Background: an optimization exercise with open tools, aiming at small area. Do not read the settings as production practice. The RTL was checked by simulation tests, not by an equivalence proof against the original design. Power is estimated from default activity; no workload was simulated.

$ cat flow/run.sh
#!/bin/bash
# synth_recipe.tcl (not shown) runs the flow's synth.tcl, then flattens the netlist and writes it again
# the make line also repeats each setting of config.mk as NAME=value (left out here)
make -C /OpenROAD-flow-scripts/flow DESIGN_CONFIG=/design/flow/config.mk WORK_HOME=/design/flow/orfs CLKGATE_MAP_FILE= SYNTH_SCRIPT=/design/flow/synth_recipe.tcl finish
$ cat flow/config.mk
export PLATFORM = sky130hd
export DESIGN_NAME = MIPS
export DESIGN_NICKNAME = MIPS
export VERILOG_FILES = /design/flow/design.v
export SDC_FILE = /design/flow/constraint.sdc
export NUM_CORES = 4
export LEC_CHECK = 0
export CAP_MARGIN = 20
export CORE_MARGIN = 2
export CORE_UTILIZATION = 40
export SLEW_MARGIN = 20
$ cat flow/constraint.sdc
create_clock -name core_clock -period 6.5 [get_ports {clk}]
set_input_delay 1.3000 -clock core_clock [delete_from_list [all_inputs] [get_ports {clk}]]
set_output_delay 1.3000 -clock core_clock [all_outputs]
set_load 0.01 [all_outputs]
$ cat flow/design.v
module MIPS(
    clk,
    rst_n,
    in_valid,
    instruction,
    output_reg,
    out_valid,
    out_1,
    out_2,
    out_3,
    out_4,
    instruction_fail
);
input clk;
input rst_n;
input in_valid;
input [31:0] instruction;
input [19:0] output_reg;
output logic out_valid, instruction_fail;
output logic [31:0] out_1, out_2, out_3, out_4;
function automatic [5:0] dec(input [2:0] c);
    dec[0] = ~c[2] & ~c[1] & ~c[0];
    dec[1] = ~c[2] & ~c[1] &  c[0];
    dec[2] = ~c[2] &  c[1] & ~c[0];
    dec[3] = ~c[2] &  c[1] &  c[0];
    dec[4] =  c[2] & ~c[0];
    dec[5] =  c[2] &  c[0];
endfunction
function automatic legal_reg(input [4:0] r);
    legal_reg = (r == 5'd8) || (r == 5'd16) || (r == 5'd17) ||
                (r == 5'd18) || (r == 5'd23) || (r == 5'd31);
endfunction
logic is_r, is_i, funct_ok, legal_r, legal_i;
logic [1:0] st0;
always_comb begin
    is_r = instruction[31:26] == 6'b000000;
    is_i = instruction[31:26] == 6'b001000;
    case (instruction[5:0])
        6'b100000, 6'b100100, 6'b100101, 6'b100111, 6'b000000, 6'b000010: funct_ok = 1'b1;
        default: funct_ok = 1'b0;
    endcase
    legal_i = is_i & legal_reg(instruction[25:21]) & legal_reg(instruction[20:16]);
    legal_r = is_r & legal_reg(instruction[25:21]) & legal_reg(instruction[20:16]) &
              legal_reg(instruction[15:11]) & funct_ok;
    st0[1] = in_valid & (legal_r | legal_i);
    st0[0] = in_valid & ~legal_r;
end
logic [1:0] st1, st2, st3, st4;
logic [2:0] rs1, rs2, rs3, rt1, rt2, rt3;
logic [15:0] imm1, imm2, imm3;
logic [11:0] or1, or2, or3, or4;
always_ff @(posedge clk or negedge rst_n) begin
    if (!rst_n) begin
        st1 <= 2'b00;
        st2 <= 2'b00;
        st3 <= 2'b00;
        st4 <= 2'b00;
    end else begin
        st1 <= st0;
        st2 <= st1;
        st3 <= st2;
        st4 <= st3;
    end
end
always_ff @(posedge clk) begin
    rs1  <= {instruction[24], instruction[22], instruction[21]};
    rt1  <= {instruction[19], instruction[17], instruction[16]};
    imm1 <= instruction[15:0];
    or1  <= {output_reg[18], output_reg[16], output_reg[15],
             output_reg[13], output_reg[11], output_reg[10],
             output_reg[8],  output_reg[6],  output_reg[5],
             output_reg[3],  output_reg[1],  output_reg[0]};
    rs2 <= rs1;  rt2 <= rt1;  imm2 <= imm1;  or2 <= or1;
    rs3 <= rs2;  rt3 <= rt2;  imm3 <= imm2;  or3 <= or2;
    or4 <= or3;
end
logic [31:0] rf [0:5];
logic [5:0] wr;    
logic is_addi3, we3;
logic [5:0] rs_sel, rt_sel, wsel;
logic [31:0] a, b, rtv, sum, lg, shx, shy, wdata;
logic [4:0] shamt;
logic [2:0] dst;
always_comb begin
    is_addi3 = st3[1] & st3[0];
    we3 = st3[1];
    rs_sel = dec(rs3) & wr;
    rt_sel = dec(rt3) & wr & {6{~st3[0]}};
    a = 32'd0;
    rtv = 32'd0;
    for (int i = 0; i < 6; i++) begin
        a   = a   | (rf[i] & {32{rs_sel[i]}});
        rtv = rtv | (rf[i] & {32{rt_sel[i]}});
    end
    b = rtv | {16'd0, imm3 & {16{st3[0]}}};
    sum = a + b;
    if (imm3[1])
        lg = ~(a | rtv);
    else if (imm3[0])
        lg = a | rtv;
    else
        lg = a & rtv;
    shamt = imm3[10:6];
    for (int i = 0; i < 32; i++)
        shx[i] = imm3[1] ? rtv[i] : rtv[31 - i];
    shy = shx >> shamt;
    if (st3[0] | (imm3[5] & ~imm3[2]))
        wdata = sum;
    else if (imm3[5])
        wdata = lg;
    else
        for (int i = 0; i < 32; i++)
            wdata[i] = imm3[1] ? shy[i] : shy[31 - i];
    dst = st3[0] ? rt3 : {imm3[14], imm3[12], imm3[11]};
    wsel = dec(dst) & {6{we3}};
end
always_ff @(posedge clk or negedge rst_n) begin
    if (!rst_n)
        wr <= 6'd0;
    else
        wr <= wr | wsel;
end
always_ff @(posedge clk) begin
    for (int i = 0; i < 6; i++)
        if (wsel[i])
            rf[i] <= wdata;
end
logic [5:0] s1, s2, s3, s4;
logic oe;
always_comb begin
    oe = st4[1];
    s1 = dec(or4[2:0])  & wr & {6{oe}};
    s2 = dec(or4[5:3])  & wr & {6{oe}};
    s3 = dec(or4[8:6])  & wr & {6{oe}};
    s4 = dec(or4[11:9]) & wr & {6{oe}};
    out_1 = 32'd0;
    out_2 = 32'd0;
    out_3 = 32'd0;
    out_4 = 32'd0;
    for (int i = 0; i < 6; i++) begin
        out_1 = out_1 | (rf[i] & {32{s1[i]}});
        out_2 = out_2 | (rf[i] & {32{s2[i]}});
        out_3 = out_3 | (rf[i] & {32{s3[i]}});
        out_4 = out_4 | (rf[i] & {32{s4[i]}});
    end
    out_valid = st4[1] | st4[0];
    instruction_fail = ~st4[1] & st4[0];
end
endmodule
==> results of run 1 <==
## power by group through the flow
stage | registers (mW) | logic (mW) | clock network, mW
CTS | 2.23 | 0.348 | 2.16
detailed placement | 2.27 | 0.346 | 0
global route | 2.23 | 0.375 | 2.24
finish | 2.23 | 0.357 | 2.13
global placement | 2.27 | 0.346 | 0
floorplan | 2.25 | 0.204 | 0
## final timing paths
check / start / to
worst min-delay path: imm1[13]$_DFF_P_ / imm2[13]$_DFF_P_
worst max register to register: rt3[2]$_DFF_P_ / rf[1][20]$_DFFE_PP_
min in group asynchronous: rst_n / wr[3]$_DFF_PN0_
worst min register to register: imm1[13]$_DFF_P_ / imm2[13]$_DFF_P_
worst max-delay path: rt3[2]$_DFF_P_ / rf[1][20]$_DFFE_PP_
max in group asynchronous: rst_n / st1[1]$_DFF_PN0_
## per-layer routing
metal | global-route usage [%] | wire length (um) | vias to the layer above
met2 | 52.7 | 41200 | 2105
met5 | 0 | 0 | -
met3 | 11.4 | 13900 | 543
li1 | - | - | 8548
met4 | 21.6 | 7110 | 0
met1 | 43.2 | 33400 | 9986
## registers in the layout, summed over array words and instances, names as in the netlist
register / flops
rs1: 3
rs3: 3
imm3: 16
or4: 12
or1: 12
wr: 6
or2: 12
st3: 2
st1: 2
st4: 2
imm1: 16
rf: 192
st2: 2
rt2: 3
imm2: 16
rs2: 3
rt3: 3
rt1: 3
or3: 12
## cell type report
cell class	count	area [um^2]
fillers	4537	26100
multi-input cells	1427	10900
flip-flops and latches	320	8400
repair buffers	252	2330
clock buffers	46	1020
well taps	672	841
clock inverters	20	241
inverters	53	199
diodes	1	2.50
## cell families (layout without fill, tap and decap cells)
kind of cell               Yosys count  in the layout  synth area share, %
DFF                                320            320                 41.7
buffers and inverters              245            371                 5.02
other                                0              1                    0
muxes                               97             97                 6.78
and+or+nand+nor                    504            504                 11.7
adders and majority gates           64             64                 3.83
AOI/OAI and AO/OA                  739            739                 29.9
xor gates and xnor gates            23             23                 1.00
## cells in the final DEF (no fill, tap or decap), types with 13 or more instances in the layout
cell / synthesis / final
sky130_fd_sc_hd__a211oi_1: 20 / 19
sky130_fd_sc_hd__a21o_1: 31 / 31
sky130_fd_sc_hd__a21oi_1: 69 / 69
sky130_fd_sc_hd__a222oi_1: 291 / 291
sky130_fd_sc_hd__a22oi_1: 134 / 134
sky130_fd_sc_hd__and3_1: 24 / 16
sky130_fd_sc_hd__buf_4: 4 / 76
sky130_fd_sc_hd__clkbuf_16: 0 / 39
sky130_fd_sc_hd__clkdlybuf4s50_1: 0 / 176
sky130_fd_sc_hd__dfrtp_1: 14 / 14
sky130_fd_sc_hd__dfxtp_1: 114 / 111
sky130_fd_sc_hd__edfxtp_1: 192 / 192
sky130_fd_sc_hd__ha_1: 48 / 48
sky130_fd_sc_hd__inv_1: 51 / 51
sky130_fd_sc_hd__maj3_1: 15 / 15
sky130_fd_sc_hd__mux2_2: 21 / 21
sky130_fd_sc_hd__mux2i_1: 46 / 46
sky130_fd_sc_hd__mux4_2: 29 / 29
sky130_fd_sc_hd__nand2_1: 228 / 228
sky130_fd_sc_hd__nand3_1: 58 / 58
sky130_fd_sc_hd__nor2_1: 79 / 72
sky130_fd_sc_hd__nor3_1: 28 / 26
sky130_fd_sc_hd__o21ai_0: 57 / 57
sky130_fd_sc_hd__o221ai_1: 17 / 17
sky130_fd_sc_hd__o22ai_1: 31 / 31
sky130_fd_sc_hd__or2_2: 13 / 13
sky130_fd_sc_hd__xnor2_1: 14 / 14
## metrics by stage
step	setup slack (ps)	instance area, um^2	total power [mW]	util (%)	instances
floorplan	1790	20100	2.46	-	1992
global placement	1020	22700	2.61	45.3	2724
detailed placement	899	22700	2.61	45.3	2724
CTS	861	23900	4.73	47.9	2790
global route	421	23900	4.84	47.9	2791
finish	628	23900	4.71	47.9	2791
## critical path, delay by kind of cell, from the launching register on
family	cells	cell delay, ps
compound gates	7	1850
simple gates	7	2580
buf+inv	1	90
flops	1	350
fa+ha+maj	2	700
==> results.toml, run 1 <==
[run_status]
status = "timing/DRC/antenna clean"

[global_route]
grt.total_usage_pct = 34.9
total_global_routing_overflow = 0
first_global_vias = 20272
number_of_antenna_violations_at_the_first_check_in_global_routing = 1
grt_start_max_net_pins = 47
grt_first_pass_wirelength_um = 137000

[routing]
routed_wire_length_per_instance_um = 34.2
drc = 0
drc_violation_total_after_the_first_tritonroute_iteration = 5903
vias_per_cell = 7.59
antenna_violating_nets_post_route = 0
totalWireLength_um = 95600
dr_total_vias = 21182
detail_route.first_pass.iterations = 22

[floorplanning]
die-area_mm2 = 0.0522
dieWidth_um = 228
core-area_mm2 = 0.0500
io_pins = 185
std_cell_rows = 82
die_height_um = 228
initial_utilization_pct = 40.3

[pwr]
total_leakage_power_nw = 9.16
total_internal_power_mw = 3.58
sw_share_pct = 24.1
vdd.ir_drop.worst_v = 0.000206
share_seq_of_total_power_pct = 47.2
power_per_standard_cell_area_mw_per_mm2 = 197
switchingPower_mw = 1.14
pwr-share-comb_pct = 7.6
clock_power_share_pct = 45.2

[logic_synthesis]
seq_area_frac_synth_pct = 41.7
synth_common_cells = "sky130_fd_sc_hd__a222oi_1, sky130_fd_sc_hd__nand2_1, sky130_fd_sc_hd__edfxtp_1"
synth_nets = 2096
synth_async_sr_flop_share_pct = 4.38
synth_cell_type_count = 73
yosys_warnings = 2
postSynthRegisterBits = 320
yosys.area.top_type = "sky130_fd_sc_hd__edfxtp_1"
postSynthAreaPerCell_um2 = 10.1
post-synth-top-count-cell = "sky130_fd_sc_hd__a222oi_1"
ys_top_cells_by_area = "sky130_fd_sc_hd__edfxtp_1, sky130_fd_sc_hd__a222oi_1, sky130_fd_sc_hd__dfxtp_1"
synthFlopType = "sky130_fd_sc_hd__edfxtp_1"
synth_edf_count = 192
postSynthCellCount = 1992
post-synth-top-area-fraction_pct = 28.6
mappedNetlistArea_mm2 = 0.0201

[clock_network]
cts_htree_levels = 2
clk_transition_reported_paths_ps = 60
cts-root-to-sink-buffers = 3
cts_tree = "yes"
tritoncts.num_buffers = 36
cts_hold_buffers = 0
post_cts.resized_instances = 0
clk_root_buffer_cell = "sky130_fd_sc_hd__clkbuf_16"
tritoncts_num_sinks = 320
clk-insertion-delay-late_ps = 580
cts_setup_buffers = 0

[critical_path]
path_common_cell = "sky130_fd_sc_hd__o21ai_0"
setup.worst_path.end_class = "flip-flop"
critPathSlowestCell = "sky130_fd_sc_hd__and4b_1"
peak_fanout_along_the_critical_path = 16
crit_path_class = "flip-flop to flip-flop"
critical_path.cell_chain = "nor2_1 > and4b_1 > nand2_1 > nand3_1 > a21o_1 > ha_1 > inv_1 > fa_1 > nor2b_1 > o21ai_0 > a211oi_1 > nor3_1 > nor4_1 > o21a_1 > o21ai_0 > o31a_1 > o21ai_0"
worst_stage_delay_on_the_critical_path_ps = 980
rr_worst_depth = 17
critPathLaunchType = "flip-flop"
arrival_ps = 6140
r2r_setup_slack_ps = 630
required_ps = 6770

[finish]
final_net_count = 2194
final_layout_size_suffix_gt1_share_pct = 11.7
area.growth.synth_to_final_pct = 18.8

[timing]
setup_viol_count_final = 0
fmax_ghz = 0.170
finalSetupTns_ps = 0
drv_slew = 0
grt_setup_unrepaired = "false"
finalCritPeriodShare_pct = 90.3
worst_hold_slack_ps = 301
finalCriticalPeriod_ps = 5870
final.setup_skew_ps = 46.5
max_slew.worst_pin.slew_ps = 1260
relative_max_transition_margin_pct = 16.2
timing.final.hold_violations = 0

[place]
io_buffer_count = 176
place.detailed.hpwl_um = 62500
gpl.final_weighted_congestion = 1.06

[job]
max_cap_viol_count = 0

[worst_hold_path]
timing.hold.worst.class = "flip-flop to flip-flop"
cells_on_worst_hold_path = 0
==> run 2: changes to the inputs <==
==> flow/flow/run.sh (new file) <==
#!/bin/bash
# The standard layout (standard.sh), with two changes:
#  - ports are buffered with the smallest buffer (buf_1) instead of the default;
#  - CTS uses small clock buffers and inserts no dummy loads.
set -euo pipefail
export BUFFER_PORTS_ARGS="-buffer_cell sky130_fd_sc_hd__buf_1"
export CTS_ARGS="-sink_clustering_enable -repair_clock_nets -dont_use_dummy_load -buf_list {sky130_fd_sc_hd__clkbuf_2 sky130_fd_sc_hd__clkbuf_4}"
bash standard.sh > standard.log 2>&1
==> flow/standard.sh (new file) <==
#!/bin/bash
# synth_recipe.tcl (not shown) runs the flow's synth.tcl, then flattens the netlist and writes it again
# the make line also repeats each setting of config.mk as NAME=value (left out here)
make -C /OpenROAD-flow-scripts/flow DESIGN_CONFIG=/design/flow/config.mk WORK_HOME=/design/flow/orfs CLKGATE_MAP_FILE= SYNTH_SCRIPT=/design/flow/synth_recipe.tcl "${@:-finish}"
removed: flow/run.sh
==> run 2 against run 1 <==
  * Synthesized area unchanged
  * Sequential cell count unchanged
  * First-iteration DRC count down 0.58%
  * Critical path depth up 1
  * Clock-buffer cell count up 37
  * Fmax down 0.93%
  * Sequential share of layout area up 2.6 points
  * Combinational power about the same
  * Sequential power about the same
  * Register-to-register slack worse by 50 ps
  * Cell area down 6.9%
  * Critical endpoint is now rf[0][30]$_DFFE_PP_
  * Highest routed layer unchanged
==> results.toml, run 2 <==
[run_status]
status = "timing/DRC/antenna clean"

[clock_network]
post_cts.resized_instances = 0
cts_hold_buffers = 0
clk-insertion-delay-late_ps = 830
clk_root_buffer_cell = "sky130_fd_sc_hd__clkbuf_4"
tritoncts.num_buffers = 83
cts_htree_levels = 3
cts_tree = "yes"
tritoncts_num_sinks = 320
cts_setup_buffers = 0
clk_transition_reported_paths_ps = 70
cts-root-to-sink-buffers = 3

[floorplanning]
io_pins = 185
initial_utilization_pct = 40.3
core-area_mm2 = 0.0500
die-area_mm2 = 0.0522
dieWidth_um = 228
std_cell_rows = 82
die_height_um = 228

[finish]
final_layout_size_suffix_gt1_share_pct = 13.2
num-fill-cells = 4850
largest_reg_flops = 192
final_cell_mix = "sky130_fd_sc_hd__a222oi_1, sky130_fd_sc_hd__nand2_1, sky130_fd_sc_hd__edfxtp_1"
final_net_count = 2250
seqCellArea_mm2 = 0.00840
finish.instance_area_mm2 = 0.0223
mostFrequentLayoutCell = "sky130_fd_sc_hd__a222oi_1"
area_of_combinational_cells_with_multiple_inputs_mm2 = 0.0109
largest_register = "rf"
area.growth.synth_to_final_pct = 10.6

[timing]
drv_slew = 0
timing.final.hold_violations = 0
final.setup.worst_slack_ps = 573
max_slew.worst_pin.slew_ps = 1180
grt_setup_unrepaired = "false"
relative_max_transition_margin_pct = 21.5
finalCritPeriodShare_pct = 91.2
final.setup_skew_ps = 96.3
finalSetupTns_ps = 0
setup_viol_count_final = 0
finalCriticalPeriod_ps = 5930
fmax_ghz = 0.169

[logic_synthesis]
post-synth-top-area-fraction_pct = 28.6
synth_top_family_by_area = "compound AO/OA/AOI/OAI gates"
muxShareOfSynthArea_pct = 6.78
ys_top_cells_by_area = "sky130_fd_sc_hd__edfxtp_1, sky130_fd_sc_hd__a222oi_1, sky130_fd_sc_hd__dfxtp_1"
yosys_warnings = 2
post-synth-top-count-cell = "sky130_fd_sc_hd__a222oi_1"
seq_area_frac_synth_pct = 41.7
synth_cell_type_count = 73
synth-compound-area-share_pct = 29.9
postSynthRegisterBits = 320
synth_edf_count = 192
fraction_of_the_mapped_netlist_area_in_adder_cells_pct = 3.83
synth_nets = 2096
synth_simple_gate_area_share_pct = 11.7
synth_common_cells = "sky130_fd_sc_hd__a222oi_1, sky130_fd_sc_hd__nand2_1, sky130_fd_sc_hd__edfxtp_1"
postSynthAreaPerCell_um2 = 10.1
postSynthCellCount = 1992
synthFlopType = "sky130_fd_sc_hd__edfxtp_1"
mappedNetlistArea_mm2 = 0.0201
yosys.area.top_type = "sky130_fd_sc_hd__edfxtp_1"
yosys.area_share.xor_xnor_pct = 1.00
synth_async_sr_flop_share_pct = 4.38

[critical_path]
peak_fanout_along_the_critical_path = 12
critical_path.reg2reg.startpoint = "st3[0]$_DFF_PN0_"
r2r_setup_slack_ps = 570
critPathLaunchType = "flip-flop"
arrival_ps = 6390
setup.worst_path.end_class = "flip-flop"
setup.worst_path.start = "st3[0]$_DFF_PN0_"
critPathSlowestCell = "sky130_fd_sc_hd__o21ai_0"
crit_end = "rf[0][30]$_DFFE_PP_"
required_ps = 6960
worst_stage_delay_on_the_critical_path_ps = 750
rr_endpoint = "rf[0][30]$_DFFE_PP_"
rr_worst_depth = 18
crit_path_class = "flip-flop to flip-flop"
critical_path.cell_chain = "nor2_1 > and3_1 > a222oi_1 > nand3_1 > a21o_1 > ha_1 > inv_1 > fa_1 > nor2b_1 > o21ai_0 > a211oi_1 > nor3_1 > or4_1 > a31oi_1 > nor3_1 > nor2_1 > a22oi_1 > o21ai_0"

[place]
post-place-ws_ps = 708
dpl_cell_area_mm2 = 0.0216
place.detailed.hpwl_um = 63600
gpl.final_weighted_congestion = 1.01
io_buffer_count = 176

[routing]
routedLengthMet1_um = 33600
dr_total_vias = 21266
vias_per_cell = 7.54
totalWireLength_um = 96700
routed_wire_length_per_instance_um = 34.3
top_signal_layer_used = "met4"
drc_violation_total_after_the_first_tritonroute_iteration = 5869
detail_route.first_pass.iterations = 13
routed-wl-met3_um = 13800
met2_length_um = 41500
antenna_violating_nets_post_route = 0
drc = 0

[global_route]
number_of_antenna_violations_at_the_first_check_in_global_routing = 2
grt_start_max_net_pins = 47
grt_first_pass_wirelength_um = 138000
first_global_vias = 20254
grt.total_usage_pct = 35.7
total_global_routing_overflow = 0

[pwr]
switchingPower_mw = 0.999
power_per_standard_cell_area_mw_per_mm2 = 175
vdd.ir_drop.worst_v = 0.000148
sw_share_pct = 25.7
total_leakage_power_nw = 8.57
total_internal_power_mw = 2.89
clock_power_share_pct = 33.5
pwr-share-comb_pct = 9.2
share_seq_of_total_power_pct = 57.3

[job]
max_cap_viol_count = 0

[worst_hold_path]
timing.hold.worst.class = "flip-flop to flip-flop"
==> run 2: cell counts after synthesis <==
Identical to the previous run, type by type.
==> run 2: metal layers <==
metal | vias up | track usage (%)
met1 | 10004 | 43.9
met3 | 530 | 11.0
met5 | - | 0.735
met2 | 2083 | 54.3
li1 | 8649 | -
met4 | 0 | 23.4
==> run 2: worst min path at each step <==
stage	startpoint	endpoint	slack (ps)	cells after the start
6_report	rt2[1]$_DFF_P_	rt3[1]$_DFF_P_	310	0
5_1_grt	or3[11]$_DFF_P_	or4[11]$_DFF_P_	320	0
4_1_cts	rt2[1]$_DFF_P_	rt3[1]$_DFF_P_	320	0
3_5_place_dp	imm1[12]$_DFF_P_	imm2[12]$_DFF_P_	310	0
3_3_place_gp	or2[2]$_DFF_P_	or3[2]$_DFF_P_	310	0
2_1_floorplan	imm1[0]$_DFF_P_	imm2[0]$_DFF_P_	310	0
==> run 2: logic make-up after synthesis <==
logic type,Yosys count
XOR/XNOR,23
AO/OA/AOI/OAI,739
multiplexers,97
AND/OR/NAND/NOR,504
flip-flops,320
buffers and inverters,245
adder cells (fa/ha/maj),64
==> run 2: worst max-delay path, delay by kind of cell, from the launching register on <==
kind / cells / cell delay (ps)
AOI/OAI and AO/OA: 7 / 2030
buffers and inverters: 1 / 80
DFF: 1 / 480
and+or+nand+nor: 8 / 2290
adders and majority gates: 2 / 680
==> run 2: power groups by stage <==
| stage | Clock, mW | Sequential [mW] | Combinational (mW) |
|---|---|---|---|
| after global routing | 1.44 | 2.23 | 0.374 |
| after CTS | 1.34 | 2.23 | 0.348 |
| after detailed placement | 0 | 2.27 | 0.346 |
| after floorplan | 0 | 2.25 | 0.204 |
| after global placement | 0 | 2.27 | 0.347 |
| final | 1.30 | 2.23 | 0.359 |
==> run 2: cell type report <==
type	count	share of cell area [%]
multi-input combinational	1427	48.9
sequential	320	37.7
timing repair buffer	261	5.89
tap	672	3.78
clock buffer	83	2.80
inverter	53	0.893
antenna	3	0.0337
==> run 2: stage by stage <==
stage	hold WS, ps	utilization, %	total power [mW]	instances
CTS	317	44.6	3.92	2816
floorplan	310	-	2.46	1992
detailed placement	312	43.3	2.61	2733
global route	322	44.6	4.04	2819
finish	312	44.6	3.89	2819
global placement	310	43.3	2.61	2733
==> run 3: changes to the inputs <==
--- a/flow/design.v
+++ b/flow/design.v
@@ -81,4 +81,5 @@
 logic [31:0] a, b, rtv, sum, lg, shx, shy, wdata;
 logic [4:0] shamt;
+logic [31:0] g, p, gg, pp;
 logic [2:0] dst;
 always_comb begin
@@ -94,5 +95,16 @@
     end
     b = rtv | {16'd0, imm3 & {16{st3[0]}}};
-    sum = a + b;
+    g = a & b;
+    p = a ^ b;
+    gg = g; pp = p;
+    for (int l = 0; l < 5; l++)
+        for (int i = 0; i < 32; i++)
+            if ((i >> l) % 2 == 1) begin
+                gg[i] = gg[i] | (pp[i] & gg[((i >> l) << l) - 1]);
+                pp[i] = pp[i] & pp[((i >> l) << l) - 1];
+            end
+    sum[0] = p[0];
+    for (int i = 1; i < 32; i++)
+        sum[i] = p[i] ^ gg[i - 1];
     if (imm3[1])
         lg = ~(a | rtv);
--- a/flow/config.mk
+++ b/flow/config.mk
@@ -9,3 +9,4 @@
 export CORE_MARGIN = 2
 export CORE_UTILIZATION = 40
+export PLACE_DENSITY = 0.45
 export SLEW_MARGIN = 20
==> run 3 against run 2 <==
  * Still clean
  * Combinational power decreased by 5.8%
  * Fmax increased by 2.5%
  * Synthesized cell count decreased by 3.1%
  * Sequential share of layout area increased by 0.71 points
  * Clock skew increased by 82 ps
  * Routed wire length about the same
  * Worst setup slack improved by 150 ps
  * Sequential cell count unchanged
  * Clock power increased by 5%
  * Cell area decreased by 1.9%
  * Clock-buffer cell count increased by 5
  * Critical endpoint is now rf[1][22]$_DFFE_PP_
  * Largest cell class unchanged
==> results.toml, run 3 <==
[routing]
drc = 0
totalWireLength_um = 96600
detail_route.first_pass.iterations = 14
routed_wire_length_per_instance_um = 35.2
antenna_violating_nets_post_route = 0
vias_per_cell = 7.44
dr_total_vias = 20440
drc_violation_total_after_the_first_tritonroute_iteration = 5035

[logic_synthesis]
mappedNetlistArea_mm2 = 0.0197
yosys_warnings = 2
synth_common_cells = "sky130_fd_sc_hd__a222oi_1, sky130_fd_sc_hd__nand2_1, sky130_fd_sc_hd__edfxtp_1"
postSynthCellCount = 1930
seq_area_frac_synth_pct = 42.6
synth_nets = 2037
synth_cell_type_count = 81
ys_top_cells_by_area = "sky130_fd_sc_hd__edfxtp_1, sky130_fd_sc_hd__a222oi_1, sky130_fd_sc_hd__dfxtp_1"
postSynthAreaPerCell_um2 = 10.2
yosys.area.top_type = "sky130_fd_sc_hd__edfxtp_1"
postSynthRegisterBits = 320
synthFlopType = "sky130_fd_sc_hd__edfxtp_1"
post-synth-top-area-fraction_pct = 29.2
synth_async_sr_flop_share_pct = 4.38
post-synth-top-count-cell = "sky130_fd_sc_hd__a222oi_1"
synth_edf_count = 192

[finish]
largest_register = "rf"
final_cell_mix = "sky130_fd_sc_hd__a222oi_1, sky130_fd_sc_hd__nand2_1, sky130_fd_sc_hd__edfxtp_1"
final_cells = 2747
area.growth.synth_to_final_pct = 10.9
final_net_count = 2188
final_layout_size_suffix_gt1_share_pct = 11.9
mostFrequentLayoutCell = "sky130_fd_sc_hd__a222oi_1"
largest_reg_flops = 192

[timing]
final.setup_skew_ps = 178
fmax_ghz = 0.173
finalCriticalPeriod_ps = 5780
relative_max_transition_margin_pct = 16.6
finalCritPeriodShare_pct = 88.9
drv_slew = 0
grt_setup_unrepaired = "false"
max_slew.worst_pin.slew_ps = 1240
setup_viol_count_final = 0
timing.final.hold_violations = 0
finalSetupTns_ps = 0

[critical_path]
peak_fanout_along_the_critical_path = 20
required_ps = 7010
arrival_ps = 6290
setup.worst_path.end_class = "flip-flop"
crit_path_class = "flip-flop to flip-flop"
critPathLaunchType = "flip-flop"

[clock_network]
cts_hold_buffers = 0
clk-insertion-delay-late_ps = 880
tritoncts_num_sinks = 320
cts_setup_buffers = 0
clk_root_buffer_cell = "sky130_fd_sc_hd__clkbuf_4"
cts-root-to-sink-buffers = 3
tritoncts.num_buffers = 88
cts_htree_levels = 3
post_cts.resized_instances = 0
clk_transition_reported_paths_ps = 60
cts_tree = "yes"

[pwr]
switchingPower_mw = 1.01
clock_power_share_pct = 34.6
vdd.ir_drop.worst_v = 0.000186
design_power_total_mw = 3.93
total_internal_power_mw = 2.92
pwr-share-comb_pct = 8.6
share_seq_of_total_power_pct = 56.8
sw_share_pct = 25.6
total_leakage_power_nw = 8.39
power_per_standard_cell_area_mw_per_mm2 = 180

[place]
io_buffer_count = 176
place.detailed.instances = 2655
gpl.final_weighted_congestion = 1.03
place.detailed.hpwl_um = 63900

[job]
max_cap_viol_count = 0

[global_route]
total_global_routing_overflow = 0
grt.total_usage_pct = 37.6
first_global_vias = 19917
number_of_antenna_violations_at_the_first_check_in_global_routing = 3
grt_first_pass_wirelength_um = 138000
grt_start_max_net_pins = 47

[floorplanning]
initial_utilization_pct = 40.4
io_pins = 185
std_cell_rows = 81
dieWidth_um = 226
die_height_um = 226
die-area_mm2 = 0.0511
core-area_mm2 = 0.0487

[worst_hold_path]
timing.hold.worst.class = "flip-flop to flip-flop"

[run_status]
status = "timing/DRC/antenna clean"
-- run 3: power groups by stage --
stage                     logic [mW]  registers [mW]  clock network [mW]
final                          0.338            2.23                1.36
after global routing           0.361            2.23                1.50
after CTS                      0.331            2.23                1.40
after detailed placement       0.329            2.27                   0
after global placement         0.330            2.27                   0
after floorplan                0.205            2.25                   0
-- run 3: critical path, cell delays in order (launching register included) --
cell	delay, ps
sky130_fd_sc_hd__dfrtp_1	470
sky130_fd_sc_hd__and4bb_4	420
sky130_fd_sc_hd__buf_4	280
sky130_fd_sc_hd__a222oi_1	330
sky130_fd_sc_hd__and2_0	550
sky130_fd_sc_hd__nand2_1	120
sky130_fd_sc_hd__ha_1	400
sky130_fd_sc_hd__a21o_1	200
sky130_fd_sc_hd__a2111oi_0	420
sky130_fd_sc_hd__and3b_1	270
sky130_fd_sc_hd__a21oi_1	130
sky130_fd_sc_hd__o41ai_1	500
sky130_fd_sc_hd__o21bai_1	220
sky130_fd_sc_hd__a21o_1	240
sky130_fd_sc_hd__a21oi_1	250
sky130_fd_sc_hd__xor2_1	110
sky130_fd_sc_hd__o211ai_1	530
-- run 3: metrics by stage --
| stage | area (um^2) | worst slack, ps | util (%) | hold slack [ps] |
|---|---|---|---|---|
| after floorplan | 19700 | 1810 | - | 310 |
| after global placement | 21200 | 875 | 43.4 | 311 |
| after detailed placement | 21200 | 810 | 43.4 | 312 |
| after CTS | 21800 | 777 | 44.8 | 283 |
| after global routing | 21900 | 414 | 44.8 | 275 |
| final | 21900 | 720 | 44.8 | 298 |
-- run 3: routing by layer --
layer | part of all wire, % | wire [um] | up-vias | global-route usage [%]
li1 | - | - | 8401 | -
met1 | 37 | 35700 | 9883 | 46.2
met2 | 45 | 43400 | 1730 | 58.3
met3 | 11 | 11100 | 426 | 10.7
met4 | 6.6 | 6390 | 0 | 22.9
met5 | 0 | 0 | - | 0.293
-- run 3: cells by family (layout without fill, tap and decap cells) --
family          count (synthesis)  count (layout)  share of synthesized area, %
compound gates                739             739                          30.8
simple gates                  464             464                          11.3
flops                         320             320                          42.6
buf+inv                       248             397                          5.03
fa+ha+maj                      68              68                          4.30
mux                            66              66                          4.87
xor+xnor                       25              25                          1.11
other cells                     0               4                             0
-- run 3: layout make-up --
class	count	area, um^2
Fill cell	4717	26900
Multi-Input combinational cell	1362	10500
Sequential cell	320	8400
Timing Repair Buffer	250	1220
Tap cell	664	831
Clock buffer	88	661
Inverter	59	221
Antenna cell	4	10.0
-- run 3: worst paths after layout --
path	endpoint	depth (start not counted)	slack (ps)	startpoint
hold / removal	rs2[0]$_DFF_P_	0	300	rs1[0]$_DFF_P_
setup reg to reg	rf[1][22]$_DFFE_PP_	16	720	st3[0]$_DFF_PN0_
setup / recovery	rf[1][22]$_DFFE_PP_	16	720	st3[0]$_DFF_PN0_
hold reg to reg	rs2[0]$_DFF_P_	0	300	rs1[0]$_DFF_P_
max in group asynchronous	wr[0]$_DFF_PN0_	1	5440	rst_n
min in group asynchronous	wr[2]$_DFF_PN0_	1	490	rst_n
==> run 4: changes to the inputs <==
==> flow/flow/run.sh (replaced) <==
#!/bin/bash
# The standard layout (standard.sh), with these changes:
#  - ports are buffered with the smallest buffer (buf_1) instead of the default;
#  - CTS uses clkbuf_8 with sink clusters of up to 20 and inserts no dummy loads.
set -euo pipefail
export BUFFER_PORTS_ARGS="-buffer_cell sky130_fd_sc_hd__buf_1"
export CTS_ARGS="-sink_clustering_enable -repair_clock_nets -dont_use_dummy_load -buf_list {sky130_fd_sc_hd__clkbuf_8} -sink_clustering_size 20 -sink_clustering_max_diameter 60"
bash standard.sh > standard.log 2>&1
--- a/flow/config.mk
+++ b/flow/config.mk
@@ -6,7 +6,9 @@
 export NUM_CORES = 4
 export LEC_CHECK = 0
-export CAP_MARGIN = 20
+export CAP_MARGIN = 10
+export CELL_PAD_IN_SITES_DETAIL_PLACEMENT = 1
+export CELL_PAD_IN_SITES_GLOBAL_PLACEMENT = 1
 export CORE_MARGIN = 2
 export CORE_UTILIZATION = 40
 export PLACE_DENSITY = 0.45
-export SLEW_MARGIN = 20
+export SLEW_MARGIN = 10
==> run 4 against run 3 <==
  * First-iteration DRC count down 17%
  * Core utilization down 0.41 points
  * Combinational power up 3%
  * Sequential cell count unchanged
  * Cell count down 2.0%
  * Non-clock buffer count up 8
  * Via count down 0.77%
  * Synthesized cell count unchanged
  * Critical path type unchanged
  * Routed wire length up 0.63%
  * Clock power down 24%
  * Worst setup slack worse by 230 ps
  * Sequential share of layout area up 0.36 points
==> results.toml, run 4 <==
[run_status]
status = "timing/DRC/antenna clean"

[logic_synthesis]
mappedNetlistArea_mm2 = 0.0197
postSynthRegisterBits = 320
yosys_warnings = 2
synth_common_cells = "sky130_fd_sc_hd__a222oi_1, sky130_fd_sc_hd__nand2_1, sky130_fd_sc_hd__edfxtp_1"
synth_async_sr_flop_share_pct = 4.38
seq_area_frac_synth_pct = 42.6
synth_edf_count = 192
post-synth-top-area-fraction_pct = 29.2
postSynthAreaPerCell_um2 = 10.2
synthFlopType = "sky130_fd_sc_hd__edfxtp_1"
synth_nets = 2037
post-synth-top-count-cell = "sky130_fd_sc_hd__a222oi_1"
synth_cell_type_count = 81
ys_top_cells_by_area = "sky130_fd_sc_hd__edfxtp_1, sky130_fd_sc_hd__a222oi_1, sky130_fd_sc_hd__dfxtp_1"
postSynthCellCount = 1930
yosys.area.top_type = "sky130_fd_sc_hd__edfxtp_1"

[critical_path]
arrival_ps = 6340
crit_path_class = "flip-flop to flip-flop"
setup.worst_path.end_class = "flip-flop"
required_ps = 6840
peak_fanout_along_the_critical_path = 10
critPathLaunchType = "flip-flop"

[routing]
drc_violation_total_after_the_first_tritonroute_iteration = 4159
antenna_violating_nets_post_route = 0
drc = 0
vias_per_cell = 7.53
totalWireLength_um = 97200
routed_wire_length_per_instance_um = 36.1
dr_total_vias = 20282
detail_route.first_pass.iterations = 14

[floorplanning]
dieWidth_um = 226
std_cell_rows = 81
die-area_mm2 = 0.0511
die_height_um = 226
io_pins = 185
core-area_mm2 = 0.0487
initial_utilization_pct = 40.4

[timing]
grt_setup_unrepaired = "false"
finalCritPeriodShare_pct = 92.4
drv_slew = 0
fmax_ghz = 0.166
max_slew.worst_pin.slew_ps = 1260
setup_viol_count_final = 0
finalSetupTns_ps = 0
relative_max_transition_margin_pct = 15.3
worst_hold_slack_ps = 289
final.setup.worst_slack_ps = 492
final.setup_skew_ps = 139
finalCriticalPeriod_ps = 6010
timing.final.hold_violations = 0

[pwr]
design_power_total_mw = 3.61
total_leakage_power_nw = 8.23
vdd.ir_drop.worst_v = 0.000176
power_per_standard_cell_area_mw_per_mm2 = 167

[clock_network]
cts-root-to-sink-buffers = 3
cts_hold_buffers = 0
tritoncts.num_buffers = 30
clk-insertion-delay-late_ps = 690
clk_root_buffer_cell = "sky130_fd_sc_hd__clkbuf_8"
tritoncts_num_sinks = 320
post_cts.resized_instances = 0
cts_tree = "yes"
cts_setup_buffers = 0
cts_htree_levels = 1
clk_transition_reported_paths_ps = 120

[finish]
final_cell_mix = "sky130_fd_sc_hd__a222oi_1, sky130_fd_sc_hd__nand2_1, sky130_fd_sc_hd__edfxtp_1"
mostFrequentLayoutCell = "sky130_fd_sc_hd__a222oi_1"
final_net_count = 2138
final_layout_size_suffix_gt1_share_pct = 9.76
final_cells = 2693
largest_register = "rf"
antenna_cells = 0
largest_reg_flops = 192
area.growth.synth_to_final_pct = 9.85

[place]
io_buffer_count = 176
place.detailed.hpwl_um = 66600
gpl.final_weighted_congestion = 1.02
post-place-ws_ps = 682
place.detailed.instances = 2663

[worst_hold_path]
timing.hold.worst.class = "flip-flop to flip-flop"

[global_route]
use_met1_pct = 49.9
grt_start_max_net_pins = 47
first_global_vias = 19839
highest_utilization_routing_layer_at_the_global_route_stage = "met2"
grtUsageMet2_pct = 58.6
grt_first_pass_wirelength_um = 139000
total_global_routing_overflow = 0
gr-usage-met3_pct = 6.44
number_of_antenna_violations_at_the_first_check_in_global_routing = 0
grt.total_usage_pct = 37.1

[job]
max_cap_viol_count = 0
-- run 4: cell counts after synthesis --
Identical to the previous run, type by type.
-- run 4: metrics by stage --
stage,utilization [%],cell area [um^2]
6_report,44.4,21700
5_1_grt,44.4,21700
4_1_cts,44.4,21700
3_5_place_dp,43.6,21200
3_3_place_gp,43.6,21200
2_1_floorplan,-,19700
-- run 4: path summary, 6_finish.rpt --
kind / from / to / slack [ps] / cells after the start
worst max register to register: st3[0]$_DFF_PN0_ / rf[3][16]$_DFFE_PP_ / 490 / 16
min in group asynchronous: rst_n / wr[1]$_DFF_PN0_ / 690 / 1
worst max-delay path: st3[0]$_DFF_PN0_ / rf[3][16]$_DFFE_PP_ / 490 / 16
max in group asynchronous: rst_n / wr[4]$_DFF_PN0_ / 5280 / 1
worst min-delay path: imm2[1]$_DFF_P_ / imm3[1]$_DFF_P_ / 290 / 0
worst min register to register: imm2[1]$_DFF_P_ / imm3[1]$_DFF_P_ / 290 / 0
-- run 4: layer usage --
metal	up-vias	share of wire (%)
met3	311	11
met5	-	0
met1	10151	39
met2	1561	45
met4	0	4.8
li1	8259	-
-- run 4: report_power, final --
group	switching [mW]	internal (mW)
clock	0.634	0.407
combinational	0.237	0.110
sequential	0.0249	2.20
-- run 4: cell families (layout without fill, tap and decap cells) --
family / count (synthesis) / in the layout / share of synthesized area, %
compound gates: 739 / 739 / 30.8
simple gates: 464 / 464 / 11.3
flops: 320 / 320 / 42.6
buf+inv: 248 / 347 / 5.03
fa+ha+maj: 68 / 68 / 4.30
mux: 66 / 66 / 4.87
xor+xnor: 25 / 25 / 1.11
-- run 4: final cells by class --
cell class,instances,area [um^2]
multi-input combinational,1362,10500
clock buffer,30,413
timing repair buffer,258,1300
inverter,59,221
tap,664,831
fill,5420,27100
sequential,320,8400
-- run 4: worst max-delay path, cell delays in order, from the launching register on --
cell and delay (ps):
sky130_fd_sc_hd__dfrtp_1 590, sky130_fd_sc_hd__nor2b_1 120, sky130_fd_sc_hd__and3_1 450, sky130_fd_sc_hd__a222oi_1 440
sky130_fd_sc_hd__nand3_1 470, sky130_fd_sc_hd__a21o_1 320, sky130_fd_sc_hd__ha_1 330, sky130_fd_sc_hd__and3_1 210
sky130_fd_sc_hd__o31a_1 320, sky130_fd_sc_hd__o211ai_1 340, sky130_fd_sc_hd__nand3b_1 190, sky130_fd_sc_hd__o21ai_0 250
sky130_fd_sc_hd__o211ai_1 160, sky130_fd_sc_hd__a21oi_1 240, sky130_fd_sc_hd__fa_1 430, sky130_fd_sc_hd__a22o_1 220
sky130_fd_sc_hd__a211oi_1 660
==> run 5: changes to the inputs <==
==> flow/flow/run.sh (replaced) <==
#!/bin/bash
# The standard layout (standard.sh), with these changes:
#  - ports are buffered with the smallest buffer (buf_1) instead of the default;
#  - CTS uses clkbuf_4 with sink clusters of up to 10 and inserts no dummy loads.
set -euo pipefail
export BUFFER_PORTS_ARGS="-buffer_cell sky130_fd_sc_hd__buf_1"
export CTS_ARGS="-sink_clustering_enable -repair_clock_nets -dont_use_dummy_load -buf_list {sky130_fd_sc_hd__clkbuf_4} -sink_clustering_size 10 -sink_clustering_max_diameter 50"
bash standard.sh > standard.log 2>&1
==> run 5 against run 4 <==
  * Combinational power hardly changed
  * Largest cell class unchanged
  * First-iteration DRC count is 3.5% higher
  * Core utilization is 0.14 points lower
  * Power is 2.0% lower
  * Highest routed layer unchanged
  * Critical path type unchanged
  * Die area stayed put
  * Fmax is 1.5% lower
  * Still clean on timing, DRC and antenna
==> results.toml, run 5 <==
[job]
max_cap_viol_count = 0

[routing]
totalWireLength_um = 97500
drc_violation_total_after_the_first_tritonroute_iteration = 4306
drc = 0
detail_route.first_pass.iterations = 14
routed_wire_length_per_instance_um = 36.0
dr_total_vias = 20314
antenna_violating_nets_post_route = 0
vias_per_cell = 7.50

[timing]
relative_max_transition_margin_pct = 10.6
timing.final.hold_violations = 0
max_slew.worst_pin.slew_ps = 1330
finalSetupTns_ps = 0
drv_slew = 0
final.setup_skew_ps = 224
setup_viol_count_final = 0
grt_setup_unrepaired = "false"
finalCritPeriodShare_pct = 93.8
fmax_ghz = 0.164
finalCriticalPeriod_ps = 6100

[place]
gpl.final_weighted_congestion = 1.02
dpl_cell_area_mm2 = 0.0212
io_buffer_count = 176
place.detailed.hpwl_um = 66600

[worst_hold_path]
timing.hold.worst.class = "flip-flop to flip-flop"
hold_path_end = "imm3[12]$_DFF_P_"
cells_on_worst_hold_path = 0
worst_hold_startpoint = "imm2[12]$_DFF_P_"

[clock_network]
tritoncts.num_buffers = 45
cts_hold_buffers = 0
clk-insertion-delay-late_ps = 840
tritoncts_num_sinks = 320
cts_htree_levels = 2
cts_setup_buffers = 0
post_cts.resized_instances = 0
clk_transition_reported_paths_ps = 110
clk_root_buffer_cell = "sky130_fd_sc_hd__clkbuf_4"
cts-root-to-sink-buffers = 3
cts_tree = "yes"

[global_route]
total_global_routing_overflow = 0
grt_first_pass_wirelength_um = 140000
grt_start_max_net_pins = 47
number_of_antenna_violations_at_the_first_check_in_global_routing = 1
first_global_vias = 20086
grt.total_usage_pct = 37.4

[floorplanning]
die_height_um = 226
die-area_mm2 = 0.0511
initial_utilization_pct = 40.4
core-area_mm2 = 0.0487
dieWidth_um = 226
io_pins = 185
std_cell_rows = 81

[logic_synthesis]
synth_cell_type_count = 81
mappedNetlistArea_mm2 = 0.0197
postSynthCellCount = 1930
post-synth-top-area-fraction_pct = 29.2
synth_async_sr_flop_share_pct = 4.38
ys_top_cells_by_area = "sky130_fd_sc_hd__edfxtp_1, sky130_fd_sc_hd__a222oi_1, sky130_fd_sc_hd__dfxtp_1"
synthFlopType = "sky130_fd_sc_hd__edfxtp_1"
post-synth-top-count-cell = "sky130_fd_sc_hd__a222oi_1"
yosys.area.top_type = "sky130_fd_sc_hd__edfxtp_1"
seq_area_frac_synth_pct = 42.6
postSynthAreaPerCell_um2 = 10.2
synth_common_cells = "sky130_fd_sc_hd__a222oi_1, sky130_fd_sc_hd__nand2_1, sky130_fd_sc_hd__edfxtp_1"
synth_edf_count = 192
synth_nets = 2037
postSynthRegisterBits = 320
yosys_warnings = 2

[pwr]
design_power_total_mw = 3.54
vdd.ir_drop.worst_v = 0.000120
power_per_standard_cell_area_mw_per_mm2 = 164
total_leakage_power_nw = 8.22

[critical_path]
setup.worst_path.start = "st3[0]$_DFF_PN0_"
setup.worst_path.end_class = "flip-flop"
required_ps = 6920
critPathLaunchType = "flip-flop"
rr_worst_depth = 16
rr_endpoint = "rf[5][16]$_DFFE_PP_"
peak_fanout_along_the_critical_path = 10
r2r_setup_slack_ps = 400
crit_path_class = "flip-flop to flip-flop"
critical_path.reg2reg.startpoint = "st3[0]$_DFF_PN0_"
arrival_ps = 6510

[finish]
num-fill-cells = 5430
area_of_combinational_cells_with_multiple_inputs_mm2 = 0.0105
mostFrequentLayoutCell = "sky130_fd_sc_hd__a222oi_1"
area.growth.synth_to_final_pct = 9.50
postLayoutCoreUtil_pct = 44.3
final_net_count = 2153
largest_register = "rf"
largest_reg_flops = 192
seqCellArea_mm2 = 0.00840
final_layout_size_suffix_gt1_share_pct = 10.4
final_cell_mix = "sky130_fd_sc_hd__a222oi_1, sky130_fd_sc_hd__nand2_1, sky130_fd_sc_hd__edfxtp_1"
finish.instance_area_mm2 = 0.0216

[run_status]
status = "timing/DRC/antenna clean"
## run 5: changes by cell type in the layout (fill, tap and decap cells not counted)
cell and change:
sky130_fd_sc_hd__clkbuf_8 -30, sky130_fd_sc_hd__diode_2 +2, sky130_fd_sc_hd__clkbuf_4 +45
## run 5: worst max-delay path, cell delays in order, from the launching register on
cell and delay (ps):
sky130_fd_sc_hd__dfrtp_1 580, sky130_fd_sc_hd__nor2b_1 120, sky130_fd_sc_hd__and3_1 440, sky130_fd_sc_hd__a222oi_1 430, sky130_fd_sc_hd__nand3_1 440, sky130_fd_sc_hd__a21o_1 310, sky130_fd_sc_hd__ha_1 330, sky130_fd_sc_hd__and3_1 210
sky130_fd_sc_hd__o31a_1 310, sky130_fd_sc_hd__o211ai_1 340, sky130_fd_sc_hd__nand3b_1 200, sky130_fd_sc_hd__o21ai_0 260, sky130_fd_sc_hd__o211ai_1 160, sky130_fd_sc_hd__a21oi_1 240, sky130_fd_sc_hd__fa_1 420, sky130_fd_sc_hd__a22o_1 220
sky130_fd_sc_hd__a211oi_1 700
## run 5: cell families (layout without fill, tap and decap cells)
logic type                 count (synthesis)  after routing  share of synthesized area [%]
DFF                                      320            320                           42.6
other                                      0              2                              0
and+or+nand+nor                          464            464                           11.3
AOI/OAI and AO/OA                        739            739                           30.8
xor gates and xnor gates                  25             25                           1.11
muxes                                     66             66                           4.87
adders and majority gates                 68             68                           4.30
buffers and inverters                    248            362                           5.03
## run 5: layer usage
| metal | global-route usage (%) | vias to the layer above | share of wire [%] |
|---|---|---|---|
| li1 | - | 8319 | - |
| met1 | 49.9 | 10085 | 39 |
| met2 | 57.8 | 1563 | 44 |
| met3 | 7.27 | 347 | 11 |
| met4 | 19.1 | 0 | 5.4 |
| met5 | 0 | - | 0 |
## run 5: where the power goes
group | total [mW] | internal [mW] | switching [mW]
Combinational | 0.347 | 0.110 | 0.236
Sequential | 2.22 | 2.20 | 0.0247
Clock | 0.969 | 0.316 | 0.653
## run 5: how the worst max path moves through the flow
stage,slack [ps],endpoint
after floorplan,1810,rf[0][16]$_DFFE_PP_
after global placement,720,rf[2][30]$_DFFE_PP_
after detailed placement,680,rf[5][30]$_DFFE_PP_
after CTS,570,rf[1][16]$_DFFE_PP_
after global routing,60,rf[4][23]$_DFFE_PP_
final,400,rf[5][16]$_DFFE_PP_
## run 5: stage by stage
stage	hold WS [ps]	cells	worst slack, ps
floorplan	310	1930	1810
global placement	310	2663	720
detailed placement	313	2663	682
CTS	268	2708	567
global route	279	2710	61.4
finish	253	2710	403
## run 5: final cells by class
cell class              count  area share, %
multi-input cells        1362           48.6
well taps                 664           3.85
clock buffers              45           1.57
inverters                  59           1.03
flip-flops and latches    320           38.9
diodes                      2         0.0232
repair buffers            258           6.03
==> run 6: changes to the inputs <==
--- a/flow/config.mk
+++ b/flow/config.mk
@@ -10,5 +10,5 @@
 export CELL_PAD_IN_SITES_GLOBAL_PLACEMENT = 1
 export CORE_MARGIN = 2
-export CORE_UTILIZATION = 40
-export PLACE_DENSITY = 0.45
+export CORE_UTILIZATION = 50
+export PLACE_DENSITY = 0.55
 export SLEW_MARGIN = 10
==> run 6 against run 5 <==
  * Still clean
  * Global-route usage rose by 7.2 points
  * Sequential cell count stayed put
  * Power is 1.1% lower
  * Synthesized cell count unchanged
  * Largest cell class unchanged
  * Highest routed layer unchanged
==> results.toml, run 6 <==
[run_status]
status = "timing/DRC/antenna clean"

[timing]
final.setup_skew_ps = 102
fmax_ghz = 0.168
finalCritPeriodShare_pct = 91.8
grt_setup_unrepaired = "false"
timing.final.hold_violations = 0
finalCriticalPeriod_ps = 5970
finalSetupTns_ps = 0
final.setup.worst_slack_ps = 533
drv_slew = 0
worst_hold_slack_ps = 319
relative_max_transition_margin_pct = 17.8
max_slew.worst_pin.slew_ps = 1230
setup_viol_count_final = 0

[logic_synthesis]
synth_common_cells = "sky130_fd_sc_hd__a222oi_1, sky130_fd_sc_hd__nand2_1, sky130_fd_sc_hd__edfxtp_1"
postSynthCellCount = 1930
synthFlopType = "sky130_fd_sc_hd__edfxtp_1"
synth_cell_type_count = 81
ys_top_cells_by_area = "sky130_fd_sc_hd__edfxtp_1, sky130_fd_sc_hd__a222oi_1, sky130_fd_sc_hd__dfxtp_1"
synth_edf_count = 192
seq_area_frac_synth_pct = 42.6
post-synth-top-count-cell = "sky130_fd_sc_hd__a222oi_1"
postSynthAreaPerCell_um2 = 10.2
post-synth-top-area-fraction_pct = 29.2
yosys_warnings = 2
postSynthRegisterBits = 320
synth_async_sr_flop_share_pct = 4.38
mappedNetlistArea_mm2 = 0.0197
yosys.area.top_type = "sky130_fd_sc_hd__edfxtp_1"
synth_nets = 2037

[clock_network]
tritoncts.num_buffers = 41
cts_tree = "yes"
tritoncts_num_sinks = 320
cts_htree_levels = 2
clk_root_buffer_cell = "sky130_fd_sc_hd__clkbuf_4"
clk-insertion-delay-late_ps = 810
cts_setup_buffers = 0
clk_transition_reported_paths_ps = 110
cts-root-to-sink-buffers = 3

[place]
post-place-ws_ps = 647
io_buffer_count = 176
gpl.final_weighted_congestion = 1.03
dpl_cell_area_mm2 = 0.0209
place.detailed.hpwl_um = 60800

[critical_path]
rr_worst_depth = 15
crit_path_class = "flip-flop to flip-flop"
required_ps = 6850
critPathLaunchType = "flip-flop"
critPathSlowestCell = "sky130_fd_sc_hd__dfrtp_1"
arrival_ps = 6320
rr_endpoint = "rf[1][29]$_DFFE_PP_"
setup.worst_path.end_class = "flip-flop"
worst_stage_delay_on_the_critical_path_ps = 530
path_common_cell = "sky130_fd_sc_hd__o21ai_0"
r2r_setup_slack_ps = 530
critical_path.cell_chain = "and4b_1 > buf_12 > a222oi_1 > and2_0 > nand2_1 > ha_1 > a21o_1 > a2111oi_0 > and3b_1 > a211oi_1 > o21ai_0 > o21ai_0 > xnor2_1 > a222oi_1 > o21ai_0"
peak_fanout_along_the_critical_path = 21
critical_path.reg2reg.startpoint = "st3[0]$_DFF_PN0_"

[pwr]
power_per_standard_cell_area_mw_per_mm2 = 165
vdd.ir_drop.worst_v = 0.000220
total_leakage_power_nw = 8.07
design_power_total_mw = 3.50

[global_route]
grtUsageMet2_pct = 67.8
highest_utilization_routing_layer_at_the_global_route_stage = "met2"
first_global_vias = 20580
use_met1_pct = 54.7
number_of_antenna_violations_at_the_first_check_in_global_routing = 2
total_global_routing_overflow = 0
grt_start_max_net_pins = 67
grt.total_usage_pct = 44.6
grt_first_pass_wirelength_um = 136000
gr-usage-met3_pct = 12.9

[routing]
dr_total_vias = 20725
routed_wire_length_per_instance_um = 37.1
drc = 0
detail_route.first_pass.iterations = 16
drc_violation_total_after_the_first_tritonroute_iteration = 5172
antenna_violating_nets_post_route = 0
totalWireLength_um = 93900
vias_per_cell = 8.18

[finish]
final_layout_size_suffix_gt1_share_pct = 9.34
num-fill-cells = 4320
area.growth.synth_to_final_pct = 7.39
largest_register = "rf"
largest_reg_flops = 192
final_net_count = 2122
finish.instance_area_mm2 = 0.0212
final_cell_mix = "sky130_fd_sc_hd__a222oi_1, sky130_fd_sc_hd__nand2_1, sky130_fd_sc_hd__edfxtp_1"
mostFrequentLayoutCell = "sky130_fd_sc_hd__a222oi_1"

[job]
max_cap_viol_count = 0

[floorplanning]
std_cell_rows = 72
dieWidth_um = 203
initial_utilization_pct = 50.8
core-area_mm2 = 0.0388
die_height_um = 203
die-area_mm2 = 0.0410
io_pins = 185

[worst_hold_path]
cells_on_worst_hold_path = 0
hold_path_end = "or3[9]$_DFF_P_"
timing.hold.worst.class = "flip-flop to flip-flop"
worst_hold_startpoint = "or2[9]$_DFF_P_"
run 6: cells by family (layout without fill, tap and decap cells):
group	count (synthesis)	after routing	synth area share, %
DFF	320	320	42.6
xor gates and xnor gates	25	25	1.11
and+or+nand+nor	464	464	11.3
other	0	3	0
AOI/OAI and AO/OA	739	739	30.8
adders and majority gates	68	68	4.30
buffers and inverters	248	331	5.03
muxes	66	66	4.87
run 6: metrics by stage:
stage / cells / utilization, %
after floorplan: 1930 / -
after global placement: 2490 / 53.7
after detailed placement: 2490 / 53.7
after CTS: 2531 / 54.5
after global routing: 2533 / 54.5
final: 2534 / 54.5
run 6: final cells by class:
| cell class | count | area, um^2 | share of cell area [%] |
|---|---|---|---|
| diodes | 3 | 7.51 | 0.0355 |
| well taps | 518 | 648 | 3.06 |
| repair buffers | 231 | 1090 | 5.13 |
| inverters | 59 | 221 | 1.05 |
| flip-flops and latches | 320 | 8400 | 39.7 |
| multi-input cells | 1362 | 10500 | 49.6 |
| clock buffers | 41 | 308 | 1.45 |
run 6: how the worst max path moves through the flow:
| stage | cells after the start | from | to |
|---|---|---|---|
| global route | 15 | st3[0]$_DFF_PN0_ | rf[5][29]$_DFFE_PP_ |
| detailed placement | 16 | st3[0]$_DFF_PN0_ | rf[5][29]$_DFFE_PP_ |
| CTS | 16 | st3[0]$_DFF_PN0_ | rf[5][29]$_DFFE_PP_ |
| floorplan | 19 | st3[0]$_DFF_PN0_ | rf[0][16]$_DFFE_PP_ |
| global placement | 16 | st3[0]$_DFF_PN0_ | rf[4][29]$_DFFE_PP_ |
| finish | 15 | st3[0]$_DFF_PN0_ | rf[1][29]$_DFFE_PP_ |
run 6: metal layers:
metal,part of all wire [%],routed length (um)
met1,34,31600
met5,0,0
met3,15,13900
met2,44,41200
met4,7.7,7200
run 6: worst max-delay path, delay by kind of cell, from the launching register on:
family | cells | cell delay (ps)
flip-flops | 1 | 530
adder cells (fa/ha/maj) | 1 | 400
buffers and inverters | 1 | 310
AO/OA/AOI/OAI | 8 | 2650
XOR/XNOR | 1 | 160
AND/OR/NAND/NOR | 4 | 1460
run 6: where the power goes:
group / leakage, nW / switching [mW] / internal (mW)
logic: 4.75 / 0.217 / 0.105
clock network: 0.189 / 0.655 / 0.289
registers: 3.13 / 0.0365 / 2.20
run 6: timing repair:
action                     in CTS  in global routing
setup endpoints to repair       0                  6
gates resized for setup         0                  1
hold buffers                    0                  0
==> run 7: changes to the inputs <==
--- a/flow/design.v
+++ b/flow/design.v
@@ -77,5 +77,5 @@
 logic [31:0] rf [0:5];
 logic [5:0] wr;    
-logic is_addi3, we3;
+logic is_addi3, we3, sll3, srl3;
 logic [5:0] rs_sel, rt_sel, wsel;
 logic [31:0] a, b, rtv, sum, lg, shx, shy, wdata;
@@ -86,6 +86,8 @@
     is_addi3 = st3[1] & st3[0];
     we3 = st3[1];
-    rs_sel = dec(rs3) & wr;
-    rt_sel = dec(rt3) & wr & {6{~st3[0]}};
+    sll3 = ~st3[0] & ~imm3[5] & ~imm3[1];
+    srl3 = ~st3[0] & ~imm3[5] &  imm3[1];
+    rs_sel = dec(sll3 ? rt3 : rs3) & wr & {6{~srl3}};
+    rt_sel = dec(rt3) & wr & {6{~st3[0] & ~sll3}};
     a = 32'd0;
     rtv = 32'd0;
@@ -115,5 +117,5 @@
     shamt = imm3[10:6];
     for (int i = 0; i < 32; i++)
-        shx[i] = imm3[1] ? rtv[i] : rtv[31 - i];
+        shx[i] = rtv[i] | a[31 - i];
     shy = shx >> shamt;
     if (st3[0] | (imm3[5] & ~imm3[2]))
--- a/flow/config.mk
+++ b/flow/config.mk
@@ -10,5 +10,5 @@
 export CELL_PAD_IN_SITES_GLOBAL_PLACEMENT = 1
 export CORE_MARGIN = 2
-export CORE_UTILIZATION = 50
-export PLACE_DENSITY = 0.55
+export CORE_UTILIZATION = 40
+export PLACE_DENSITY = 0.45
 export SLEW_MARGIN = 10
==> run 7 against run 6 <==
  * Still clean on timing, DRC and antenna
  * Sequential cell count stayed put
  * Sequential power hardly changed
  * Clock power is 5.2% higher
  * Synthesized area is 5.8% higher
  * Routed wire length is 20% higher
  * Critical path depth is 4 higher
  * Clock skew is 4.9 ps lower
  * Via count is 9.6% higher
  * Core utilization is 9.5 points lower
  * Combinational power is 110% higher
  * Largest cell class unchanged
==> results.toml, run 7 <==
[finish]
final_net_count = 2382
largest_register = "rf"
area.growth.synth_to_final_pct = 11.1
mostFrequentLayoutCell = "sky130_fd_sc_hd__a222oi_1"
final_cell_mix = "sky130_fd_sc_hd__a222oi_1, sky130_fd_sc_hd__nand2_1, sky130_fd_sc_hd__edfxtp_1"
final_layout_size_suffix_gt1_share_pct = 13.2
largest_reg_flops = 192
postLayoutCoreUtil_pct = 45.1

[floorplanning]
std_cell_rows = 83
io_pins = 185
core-area_mm2 = 0.0514
dieWidth_um = 232
die-area_mm2 = 0.0540
die_height_um = 232
initial_utilization_pct = 40.6

[clock_network]
post_cts.resized_instances = 0
clk-insertion-delay-late_ps = 820
cts-root-to-sink-buffers = 3
clk_transition_reported_paths_ps = 100
clk_root_buffer_cell = "sky130_fd_sc_hd__clkbuf_4"
tritoncts.num_buffers = 45
cts_htree_levels = 2
cts_tree = "yes"
tritoncts_num_sinks = 320
cts_setup_buffers = 0
cts_hold_buffers = 0

[logic_synthesis]
synth_nets = 2214
synthFlopType = "sky130_fd_sc_hd__edfxtp_1"
synth_async_sr_flop_share_pct = 4.38
synth_edf_count = 192
post-synth-top-area-fraction_pct = 27.6
postSynthCellCount = 2107
synth_cell_type_count = 94
post-synth-top-count-cell = "sky130_fd_sc_hd__a222oi_1"
mappedNetlistArea_mm2 = 0.0209
synth_common_cells = "sky130_fd_sc_hd__a222oi_1, sky130_fd_sc_hd__nand2_1, sky130_fd_sc_hd__edfxtp_1"
postSynthRegisterBits = 320
seq_area_frac_synth_pct = 40.3
yosys.area.top_type = "sky130_fd_sc_hd__edfxtp_1"
postSynthAreaPerCell_um2 = 9.90
yosys_warnings = 2
ys_top_cells_by_area = "sky130_fd_sc_hd__edfxtp_1, sky130_fd_sc_hd__a222oi_1, sky130_fd_sc_hd__dfxtp_1"

[critical_path]
setup.worst_path.end_class = "flip-flop"
critPathLaunchType = "flip-flop"
required_ps = 6940
number_of_buffers_and_inverters_on_the_critical_path = 3
arrival_ps = 6580
r2r_setup_slack_ps = 360
peak_fanout_along_the_critical_path = 14
worst_stage_delay_on_the_critical_path_ps = 690
critical_path.cell_chain = "buf_4 > nor4b_1 > o21a_1 > buf_4 > a31oi_1 > a21oi_1 > nor2_1 > inv_1 > ha_1 > nand4_1 > nor3_1 > a221oi_1 > a21bo_2 > o21ai_0 > a31oi_1 > o21bai_1 > a21oi_1 > xnor2_1 > a221o_1"
rr_worst_depth = 19
timing.critical_path.max_delay_family = "compound AO/OA/AOI/OAI gates"
critical_path.reg2reg.startpoint = "st3[0]$_DFF_PN0_"
critPathSlowestCell = "sky130_fd_sc_hd__o21a_1"
crit_path_class = "flip-flop to flip-flop"
rr_endpoint = "rf[2][30]$_DFFE_PP_"

[timing]
relative_max_transition_margin_pct = 22.6
finalCriticalPeriod_ps = 6140
setup_viol_count_final = 0
timing.final.hold_violations = 0
finalSetupTns_ps = 0
final.setup_skew_ps = 96.7
drv_slew = 0
fmax_ghz = 0.163
grt_setup_unrepaired = "false"
max_slew.worst_pin.slew_ps = 1160
finalCritPeriodShare_pct = 94.4

[routing]
antenna_violating_nets_post_route = 0
drc_violation_total_after_the_first_tritonroute_iteration = 5152
vias_per_cell = 7.69
detail_route.first_pass.iterations = 13
totalWireLength_um = 113000
drc = 0
routed_wire_length_per_instance_um = 38.2
dr_total_vias = 22717

[place]
place.detailed.hpwl_um = 79100
io_buffer_count = 176
gpl.final_weighted_congestion = 0.995

[global_route]
grt_first_pass_wirelength_um = 160000
number_of_antenna_violations_at_the_first_check_in_global_routing = 3
grt_start_max_net_pins = 44
grt.total_usage_pct = 40.8
total_global_routing_overflow = 0
first_global_vias = 22329

[worst_hold_path]
hold_path_end = "imm3[11]$_DFF_P_"
timing.hold.worst.class = "flip-flop to flip-flop"
worst_hold_startpoint = "imm2[11]$_DFF_P_"
cells_on_worst_hold_path = 0

[run_status]
status = "timing/DRC/antenna clean"

[job]
max_cap_viol_count = 0

[pwr]
design_power_total_mw = 3.93
power_per_standard_cell_area_mw_per_mm2 = 170
vdd.ir_drop.worst_v = 0.000125
total_leakage_power_nw = 8.62
run 7: cell type report:
class / count / area (um^2)
Fill cell: 5847 / 28200
Multi-Input combinational cell: 1526 / 11600
Sequential cell: 320 / 8400
Timing Repair Buffer: 328 / 1800
Tap cell: 680 / 851
Clock buffer: 45 / 338
Inverter: 54 / 203
Antenna cell: 2 / 5.00
run 7: how the worst max path moves through the flow:
stage                           startpoint                  end  slack (ps)  cells past startpoint
after floorplan           st3[0]$_DFF_PN0_  rf[0][13]$_DFFE_PP_        1520                     20
after global placement    st3[0]$_DFF_PN0_  rf[4][13]$_DFFE_PP_         690                     18
after detailed placement  st3[0]$_DFF_PN0_  rf[5][13]$_DFFE_PP_         560                     19
after CTS                 st3[0]$_DFF_PN0_  rf[3][13]$_DFFE_PP_         480                     19
after global routing       imm3[5]$_DFF_P_  rf[2][30]$_DFFE_PP_         110                     17
final                     st3[0]$_DFF_PN0_  rf[2][30]$_DFFE_PP_         360                     19
run 7: cells by family (layout without fill, tap and decap cells):
logic type | Yosys count | after routing | share of synthesized area (%)
xor+xnor | 22 | 22 | 0.924
mux | 57 | 57 | 4.18
simple gates | 563 | 563 | 12.9
flops | 320 | 320 | 40.3
buf+inv | 261 | 427 | 5.24
fa+ha+maj | 67 | 67 | 4.02
other cells | 0 | 2 | 0
compound gates | 817 | 817 | 32.5
run 7: metrics by stage:
stage	worst slack [ps]	area, um^2	cells	hold slack, ps
detailed placement	561	22800	2908	313
floorplan	1520	20900	2107	310
global route	106	23200	2954	282
finish	364	23200	2955	283
CTS	481	23200	2953	283
global placement	694	22800	2908	310
run 7: layer usage:
metal	vias to the layer above	track usage, %	part of all wire, %
met4	4	23.5	6.5
met5	-	0	0.016
met3	414	11.1	13
li1	9093	-	-
met2	1958	62.2	43
met1	11248	51.9	37
run 7: where the power goes:
part / leakage, nW / internal, mW / switching [mW]
clock: 0.207 / 0.316 / 0.677
combinational: 5.38 / 0.224 / 0.468
sequential: 3.03 / 2.22 / 0.0298

[what the ideal ports hide]
The results above use ideal ports. As a check the final layouts listed here were re-extracted and re-timed, cells and wires unchanged. Step 1 assumes that a clkbuf_16 drives the clock port and a buf_2 every other input. Step 2, shift: input delay + t, output delay - t, t = (earliest + latest rising clock arrival at the registers) / 2. This alone moves slack from input paths to output paths. a / b / c = no drivers / after step 1 / after step 2; a / b = the first two.
| run | t (ns) | setup WS [ns] | latest minus earliest clock arrival (ns) |
|---|---|---|---|
| run 1 | 0.614 | 0.628 / 0.628 / 0.628 | 0.047 / 0.046 |
| run 2 | 0.835 | 0.573 / 0.573 / 0.573 | 0.096 / 0.096 |
| run 3 | 0.851 | 0.720 / 0.720 / 0.720 | 0.178 / 0.178 |
| run 4 | 0.677 | 0.492 / 0.492 / 0.492 | 0.142 / 0.141 |
| run 5 | 0.786 | 0.403 / 0.403 / 0.403 | 0.224 / 0.224 |
| run 6 | 0.811 | 0.533 / 0.533 / 0.533 | 0.102 / 0.102 |
| run 7 | 0.834 | 0.364 / 0.364 / 0.364 | 0.098 / 0.098 |
After both steps every run listed still meets setup and hold.
